What follows belongs to an exercise in optimizing a design on an open flow for small area; a production flow would make more cautious choices.
Function was checked by simulation only, so behaviour that the tests miss may differ from the original.
Power figures rest on the tool's default switching activity, not on a simulated workload.

==> inputs of job 3012 <==
==> flow/design.v (excerpt) <==
module Game
	(
		input clk,
		input rst,
		input ps2_clk,
		input ps2_dat,
        output vga_hs,
        output vga_vs,
		output[2:0] vga_rgb
	);
==> flow/config.mk <==
export PLATFORM = sky130hd
export DESIGN_NAME = Game
export DESIGN_NICKNAME = Game
export VERILOG_FILES = /design/flow/design.v
export SDC_FILE = /design/flow/constraint.sdc
export NUM_CORES = 4
export LEC_CHECK = 0
export CAP_MARGIN = 20
export CORE_MARGIN = 2
export CORE_UTILIZATION = 60
export SLEW_MARGIN = 20
==> flow/constraint.sdc <==
create_clock -name core_clock -period 11.0 [get_ports {clk}]
set_input_delay 2.2000 -clock core_clock [delete_from_list [all_inputs] [get_ports {clk}]]
set_output_delay 2.2000 -clock core_clock [all_outputs]
set_load 0.01 [all_outputs]
run.sh (not shown) runs the stock make flow with config.mk's settings and CLKGATE_MAP_FILE= SYNTH_SCRIPT=/design/flow/synth_recipe.tcl, a recipe that flattens the netlist after the stock synthesis.
==> job 3453: changes against job 3012 <==
--- a/flow/design.v
+++ b/flow/design.v
@@ -51,19 +51,19 @@
 	output reg [1:0] dir;
 	always @(posedge clk or negedge rst)
 		if(!rst) dir <= 2'b00;
 		else if(key_stb) dir <= key;
 endmodule
-module Game_control(clk,rst,dir,cx,sx,cy,sy,bnd,vga_red,vga_green,vga_blue,the_end);
+module Game_control(clk,rst,dir,cx,sx,cy,sy,vis,vga_red,vga_green,vga_blue,the_end);
 	input clk;
 	input rst;
 	input [1:0] dir;
 	input [6:0] cx;
 	input [3:0] sx;
 	input [5:0] cy;
 	input [3:0] sy;
-	input bnd;
+	input vis;
 	output vga_red;
 	output vga_blue;
 	output vga_green;
 	output reg the_end;
 	reg [10:0] lfsr;
@@ -76,124 +76,90 @@
 			if(lfsr_top) temp <= ~temp;
 		end
 	wire tick = lfsr_top & ~temp;
 	reg [5:0] hx, hy;
 	reg hit;
-	wire [5:0] hxp1 = hx + 6'd1;
-	wire wx_hi = (hx==6'd50);    
-	wire wx_lo = (hx==6'd56);    
+	wire wx_hi = (hx==6'd51);    
+	wire wx_lo = (hx==6'd57);    
 	wire wy_hi = (hy==6'd43);
 	wire wy_lo = (hy==6'd5);
 	wire wrap = wx_hi | wx_lo | wy_hi | wy_lo;
 	always @(posedge clk or negedge rst)
-		if(!rst) begin hx <= 6'd9; hy <= 6'd20; the_end <= 1'b0; end
+		if(!rst) begin hx <= 6'd10; hy <= 6'd20; the_end <= 1'b0; end
 		else if(tick) begin
-			if(wx_hi) hx <= 6'd57;
-			else if(wx_lo) hx <= 6'd49;
+			if(wx_hi) hx <= 6'd58;
+			else if(wx_lo) hx <= 6'd50;
 			else if(wy_hi) hy <= 6'd6;
 			else if(wy_lo) hy <= 6'd42;
 			else if(hit) the_end <= 1'b1;
 			else case(dir)
 				2'b11: hx <= hx - 6'd1;
 				2'b01: hy <= hy + 6'd1;
 				2'b10: hy <= hy - 6'd1;
-				default: hx <= hxp1;
+				default: hx <= hx + 6'd1;
 			endcase
 		end
-	wire shift = tick && !wrap && !hit;
-	reg [4:0] fx1, ot;
+	reg [5:0] bx[1:15];
+	reg [5:0] by[1:15];
+	integer k;
+	always @(posedge clk)
+		if(tick && !wrap && !hit) begin
+			bx[1] <= hx; by[1] <= hy;
+			for(k=2; k<=15; k=k+1) begin
+				bx[k] <= bx[k-1]; by[k] <= by[k-1];
+			end
+		end
+	reg [4:0] fx, ot;
 	reg [5:0] fy, pt;
 	reg change;
 	reg [3:0] a;
-	wire eat = (hxp1=={1'b0,fx1}) && (hy==fy);
+	wire eat = (hx=={1'b0,fx}) && (hy==fy);
 	always @(posedge clk or negedge rst)
 		if(!rst) begin
-			fx1 <= 5'd20; fy <= 6'd30; ot <= 5'd0; pt <= 6'd8;
+			fx <= 5'd20; fy <= 6'd30; ot <= 5'd0; pt <= 6'd8;
 			change <= 1'b0; a <= 4'd0;
 		end
 		else begin
 			change <= eat;
 			if(eat && !change) a <= a + 4'd1;
-			if(change) begin fx1 <= ot; fy <= pt; end
+			if(change) begin fx <= ot; fy <= pt; end
 			else if(ot==5'd31) ot <= 5'd0;
 			else if(pt==6'd41) pt <= 6'd8;
 			else begin ot <= ot + 5'd1; pt <= pt + 6'd1; end
 		end
-	reg [31:0] rv;
-	reg [3:0] R;
-	reg pf, sk;
-	reg [1:0] pd;
-	wire [3:0] Rn = R + 4'd1 + {3'd0,shift};
-	wire [1:0] d = (pf && R==4'd1) ? pd : rv[1:0];
-	always @(posedge clk)
-		rv <= {(shift && R==4'd0) ? dir : d, rv[31:2]};
-	always @(posedge clk or negedge rst)
-		if(!rst) begin R <= 4'd0; pf <= 1'b0; sk <= 1'b0; end
-		else begin
-			R <= Rn;
-			sk <= shift && (R==4'd15);
-			if(shift && R!=4'd0) pf <= 1'b1;
-			else if(R==4'd1) pf <= 1'b0;
-		end
-	always @(posedge clk)
-		if(shift) pd <= dir;
-	reg [5:0] ax, ay;
-	wire anchor = (R==4'd0) || (shift && R==4'd15);
-	reg [5:0] px, py;
+	wire [5:0] qx = vis ? cx[5:0] : hx;
+	wire [5:0] qy = vis ? cy : hy;
+	reg [15:1] e;
+	reg any, pe;
+	reg [3:0] hc;
 	always @(*) begin
-		px = ax; py = ay;
-		if(anchor) begin px = hx; py = hy; end
-		else if(!sk) case(d)
-			2'b11: px = (ax==6'd49) ? 6'd57 : ax + 6'd1;
-			2'b00: px = (ax==6'd57) ? 6'd49 : ax - 6'd1;
-			2'b01: py = (ay==6'd6) ? 6'd42 : ay - 6'd1;
-			2'b10: py = (ay==6'd42) ? 6'd6 : ay + 6'd1;
-		endcase
-	end
-	always @(posedge clk) begin ax <= px; ay <= py; end
-	wire colm = (cx < 7'd53) || (cx > 7'd116);
-	wire [5:0] qx = colm ? hx : cx[5:0];
-	wire [5:0] qy = colm ? hy : cy;
-	wire match = ({px,py} == {qx,qy});
-	reg [3:0] nmi, cmi;
-	reg nm0, cm0;
-	wire take = match && (R!=4'd0) && ((nmi==4'd0) || (R < nmi));
-	wire [3:0] mmi = take ? R : nmi;
-	wire mm0 = nm0 | (match && (R==4'd0));
-	wire [3:0] smmi = mm0 ? 4'd1 : (mmi==4'd0) ? 4'd0 : mmi + 4'd1;
-	wire [3:0] scmi = cm0 ? 4'd1 : (cmi==4'd0) ? 4'd0 : cmi + 4'd1;
-	always @(posedge clk) begin
-		if(bnd) begin
-			cmi <= shift ? smmi : mmi;
-			cm0 <= shift ? 1'b0 : mm0;
-			nmi <= 4'd0;
-			nm0 <= 1'b0;
-		end
-		else begin
-			if(shift) begin cmi <= scmi; cm0 <= 1'b0; end
-			nmi <= shift ? smmi : mmi;
-			nm0 <= shift ? 1'b0 : mm0;
+		any = 1'b0;
+		pe = 1'b0;
+		for(k=1; k<=15; k=k+1) begin
+			e[k] = (qx==bx[k]) && (qy==by[k]);
+			if(vis ? (k <= a) : (k < a)) any = any | e[k];
+			if(hc == k) pe = pe | e[k];
 		end
 	end
-	reg [3:0] hc;
 	reg pend;
 	wire wrapinc = eat && !change && (a==4'd15);
 	always @(posedge clk or negedge rst)
 		if(!rst) begin hc <= 4'd1; pend <= 1'b0; hit <= 1'b0; end
 		else begin
-			if(colm && match && (((R!=4'd0) && (R < a) && !wrapinc) || (pend && (R==hc))))
-				hit <= 1'b1;
+			if(!vis) begin
+				if((any && !wrapinc) || (pend && pe)) hit <= 1'b1;
+			end
 			if(wrapinc) pend <= (hc!=4'd15);
-			else if(colm && (R==hc)) pend <= 1'b0;
+			else if(!vis) pend <= 1'b0;
 			if(!(wrapinc && hc!=4'd15) && !pend)
 				hc <= (hc >= a) ? 4'd1 : hc + 4'd1;
 		end
 	wire sub_ok = (sx!=4'd0) && (sy!=4'd0);
-	wire hin = !(hx==6'd49 || hx==6'd50 || hx==6'd56) && !(hy==6'd5 || hy==6'd42 || hy==6'd43);
-	assign vga_green = sub_ok && hin && (cx[5:0]==hxp1) && (cy==hy);
-	assign vga_blue = sub_ok && (cmi!=4'd0) && (cmi <= a);
-	assign vga_red = sub_ok && (cx[5:0]=={1'b0,fx1}) && (cy==fy);
+	wire hin = !(hx==6'd50 || hx==6'd51 || hx==6'd57) && !(hy==6'd5 || hy==6'd42 || hy==6'd43);
+	assign vga_green = sub_ok && hin && (cx[5:0]==hx) && (cy==hy);
+	assign vga_blue = sub_ok && any;
+	assign vga_red = sub_ok && (cx[5:0]=={1'b0,fx}) && (cy==fy);
 endmodule
 module Game_backgroud(cx,sx,cy,sy,vga_green);
 	input [6:0] cx;
 	input [3:0] sx;
 	input [5:0] cy;
@@ -255,45 +221,43 @@
 		(((cx > 7'd110) || ((cx == 7'd110) && (sx > 4'd0))) && ((cx < 7'd110) || ((cx == 7'd110) && (sx < 4'd5))) && ((cy > 7'd25) || ((cy == 7'd25) && (sy > 4'd0))) && (cy < 7'd30)) |
 		(((cx > 7'd110) || ((cx == 7'd110) && (sx > 4'd0))) && (cx < 7'd116) && ((cy > 7'd25) || ((cy == 7'd25) && (sy > 4'd0))) && ((cy < 7'd25) || ((cy == 7'd25) && (sy < 4'd5)))) |
 		(((cx > 7'd110) || ((cx == 7'd110) && (sx > 4'd0))) && (cx < 7'd116) && ((cy > 7'd29) || ((cy == 7'd29) && (sy > 4'd5))) && (cy < 7'd30)) |
 		(((cx > 7'd115) || ((cx == 7'd115) && (sx > 4'd5))) && (cx < 7'd116) && ((cy > 7'd20) || ((cy == 7'd20) && (sy > 4'd0))) && (cy < 7'd30));
 endmodule
-module Game_Main_Model(clk,rst,dir,cx,sx,cy,sy,vis,bnd,vga_red,vga_blue,vga_green);
+module Game_Main_Model(clk,rst,dir,cx,sx,cy,sy,vis,vga_red,vga_blue,vga_green);
 	input clk;
 	input rst;
 	input [1:0] dir;
 	input [6:0] cx;
 	input [3:0] sx;
 	input [5:0] cy;
 	input [3:0] sy;
 	input vis;
-	input bnd;
 	output vga_red;
 	output vga_blue;
 	output vga_green;
 	wire vga_b_green,vga_c_red,vga_c_blue,vga_c_green,vga_t_green;
 	wire the_end;
-	Game_control U1(.clk(clk),.rst(rst),.dir(dir),.cx(cx),.sx(sx),.cy(cy),.sy(sy),.bnd(bnd),
+	Game_control U1(.clk(clk),.rst(rst),.dir(dir),.cx(cx),.sx(sx),.cy(cy),.sy(sy),.vis(vis),
 		.vga_red(vga_c_red),.vga_green(vga_c_green),.vga_blue(vga_c_blue),.the_end(the_end));
 	Game_backgroud U2(.cx(cx),.sx(sx),.cy(cy),.sy(sy),.vga_green(vga_b_green));
 	merge U3(.the_end(the_end),.vga_b_green(vga_b_green),.vga_c_red(vga_c_red),
 		.vga_c_blue(vga_c_blue),.vga_c_green(vga_c_green),.vga_t_green(vga_t_green),
 		.vga_red(vga_red),.vga_blue(vga_blue),.vga_green(vga_green));
 	The_End U4(.cx(cx),.sx(sx),.cy(cy),.sy(sy),.vga_green(vga_t_green));
 endmodule
-module IP_VGA_640X480(clk,rst,rgb_sig,vga_rgb,vga_hs,vga_vs,cx,sx,cy,sy,vis,bnd);
+module IP_VGA_640X480(clk,rst,rgb_sig,vga_rgb,vga_hs,vga_vs,cx,sx,cy,sy,vis);
 	input clk;
 	input rst;
 	input[2:0] rgb_sig;
 	output[2:0] vga_rgb;
 	output vga_hs, vga_vs;
 	output reg [6:0] cx;
 	output reg [3:0] sx;
 	output reg [5:0] cy;
 	output reg [3:0] sy;
 	output vis;
-	output bnd;
 	reg clk_25M;
 	always@(posedge clk or negedge rst)
 		if(!rst) clk_25M<=0;
 		else clk_25M<=~clk_25M;
 	wire h_end = (cx==7'd119) && (sx==4'd5);
@@ -314,11 +278,10 @@
 			else sx<=sx+4'd1;
 		end
 	end
 	assign vga_hs = !((cx < 7'd49) || ((cx==7'd49) && (sx < 4'd2)));
 	assign vga_vs = !(((cy==6'd60) && (sy==4'd9)) || ((cy==6'd61) && (sy==4'd0)));
-	assign bnd = !clk_25M && (sx==4'd9);
 	assign vis = (cx >= 7'd54) && (cx <= 7'd117) && (cy < 6'd48);
 	assign vga_rgb = vis ? rgb_sig : 3'b000;
 endmodule
 module Game
 	(
@@ -328,18 +291,18 @@
 		input ps2_dat,
         output vga_hs,
         output vga_vs,
 		output[2:0] vga_rgb
 	);
-	wire key_stb,vis,bnd,vga_red,vga_blue,vga_green;
+	wire key_stb,vis,vga_red,vga_blue,vga_green;
 	wire [1:0] key, dir;
 	wire [6:0] cx;
 	wire [3:0] sx, sy;
 	wire [5:0] cy;
 	IP_PS2_keyboard U0(.clk(clk),.rst(rst),.ps2_clk(ps2_clk),.ps2_dat(ps2_dat),
 		.key(key),.key_stb(key_stb));
 	ps2_deal_Model U1(.clk(clk),.rst(rst),.key(key),.key_stb(key_stb),.dir(dir));
-	Game_Main_Model U2(.clk(clk),.rst(rst),.dir(dir),.cx(cx),.sx(sx),.cy(cy),.sy(sy),.vis(vis),.bnd(bnd),
+	Game_Main_Model U2(.clk(clk),.rst(rst),.dir(dir),.cx(cx),.sx(sx),.cy(cy),.sy(sy),.vis(vis),
 		.vga_red(vga_red),.vga_blue(vga_blue),.vga_green(vga_green));
 	IP_VGA_640X480 U3(.clk(clk),.rst(rst),.rgb_sig({vga_red,vga_green,vga_blue}),
-		.vga_rgb(vga_rgb),.vga_hs(vga_hs),.vga_vs(vga_vs),.cx(cx),.sx(sx),.cy(cy),.sy(sy),.vis(vis),.bnd(bnd));
+		.vga_rgb(vga_rgb),.vga_hs(vga_hs),.vga_vs(vga_vs),.cx(cx),.sx(sx),.cy(cy),.sy(sy),.vis(vis));
 endmodule
--- a/flow/config.mk
+++ b/flow/config.mk
@@ -5,7 +5,7 @@
 export SDC_FILE = /design/flow/constraint.sdc
 export NUM_CORES = 4
 export LEC_CHECK = 0
 export CAP_MARGIN = 20
 export CORE_MARGIN = 2
-export CORE_UTILIZATION = 60
+export CORE_UTILIZATION = 40
 export SLEW_MARGIN = 20
==> comparison table <==
metric	job 3453	job 3012
Outcome	finished clean	finished clean
Worst hold endpoint	U0.d2$_DFF_PN0_	U2.U1.rv[20]$_DFF_P_
Adder-cell share of the synthesized area	2.96%	7.08%
Via count of the first global-routing pass	12700	8012
Tmin final	8.35 ns	7.12 ns
Power of the clock network	1.09 mW	601 µW
Relative contribution of the clock network to total power	49.3%	49.6%
Worst r2r dst	U2.U1.hit$_DFFE_PN0P_	U2.U1.cmi[2]$_DFFE_PP_
Global router's overall resource usage	24.4%	28.5%
Area growth syn-to-layout	9.69%	6.57%
Standard-cell row count	74	48
Count of yosys warnings during synthesis	6	4
Yosys top cell by area	edfxtp_1	dfrtp_1
Share of power burned in registers	49.9%	48.7%
Share of the synthesized area in the top cell type	33.1%	15.0%
Sequential cell count of the final layout	275	157
Fraction of final layout cells sized beyond drive strength 1	11.4%	11.0%

==> afterwards: timing with drivers on the ports <==
Ports are ideal in the flow. The routed layouts listed here were re-timed in OpenROAD.
Step 1, drivers: a clkbuf_16 drives clk and a buf_2 each remaining input, both assumed.
Step 2 adds t to the input delays and takes it off the output delays; t is the mean of the earliest and latest rising clock arrival at the registers after step 1. Input paths then give back, and output paths get back, about the clock's delay inside the block.
Three values: ideal, step 1, step 2; two values: the first two.
| run | t (ns) | setup slack, ns | worst setup path after step 2 |
|---|---|---|---|
| job 3012 | 0.482 | 3.885 / 3.838 / 4.320 | register to output |
| job 3453 | 0.637 | 2.652 / 2.599 / 3.235 | register to output |
After both steps every run listed still meets setup and hold.
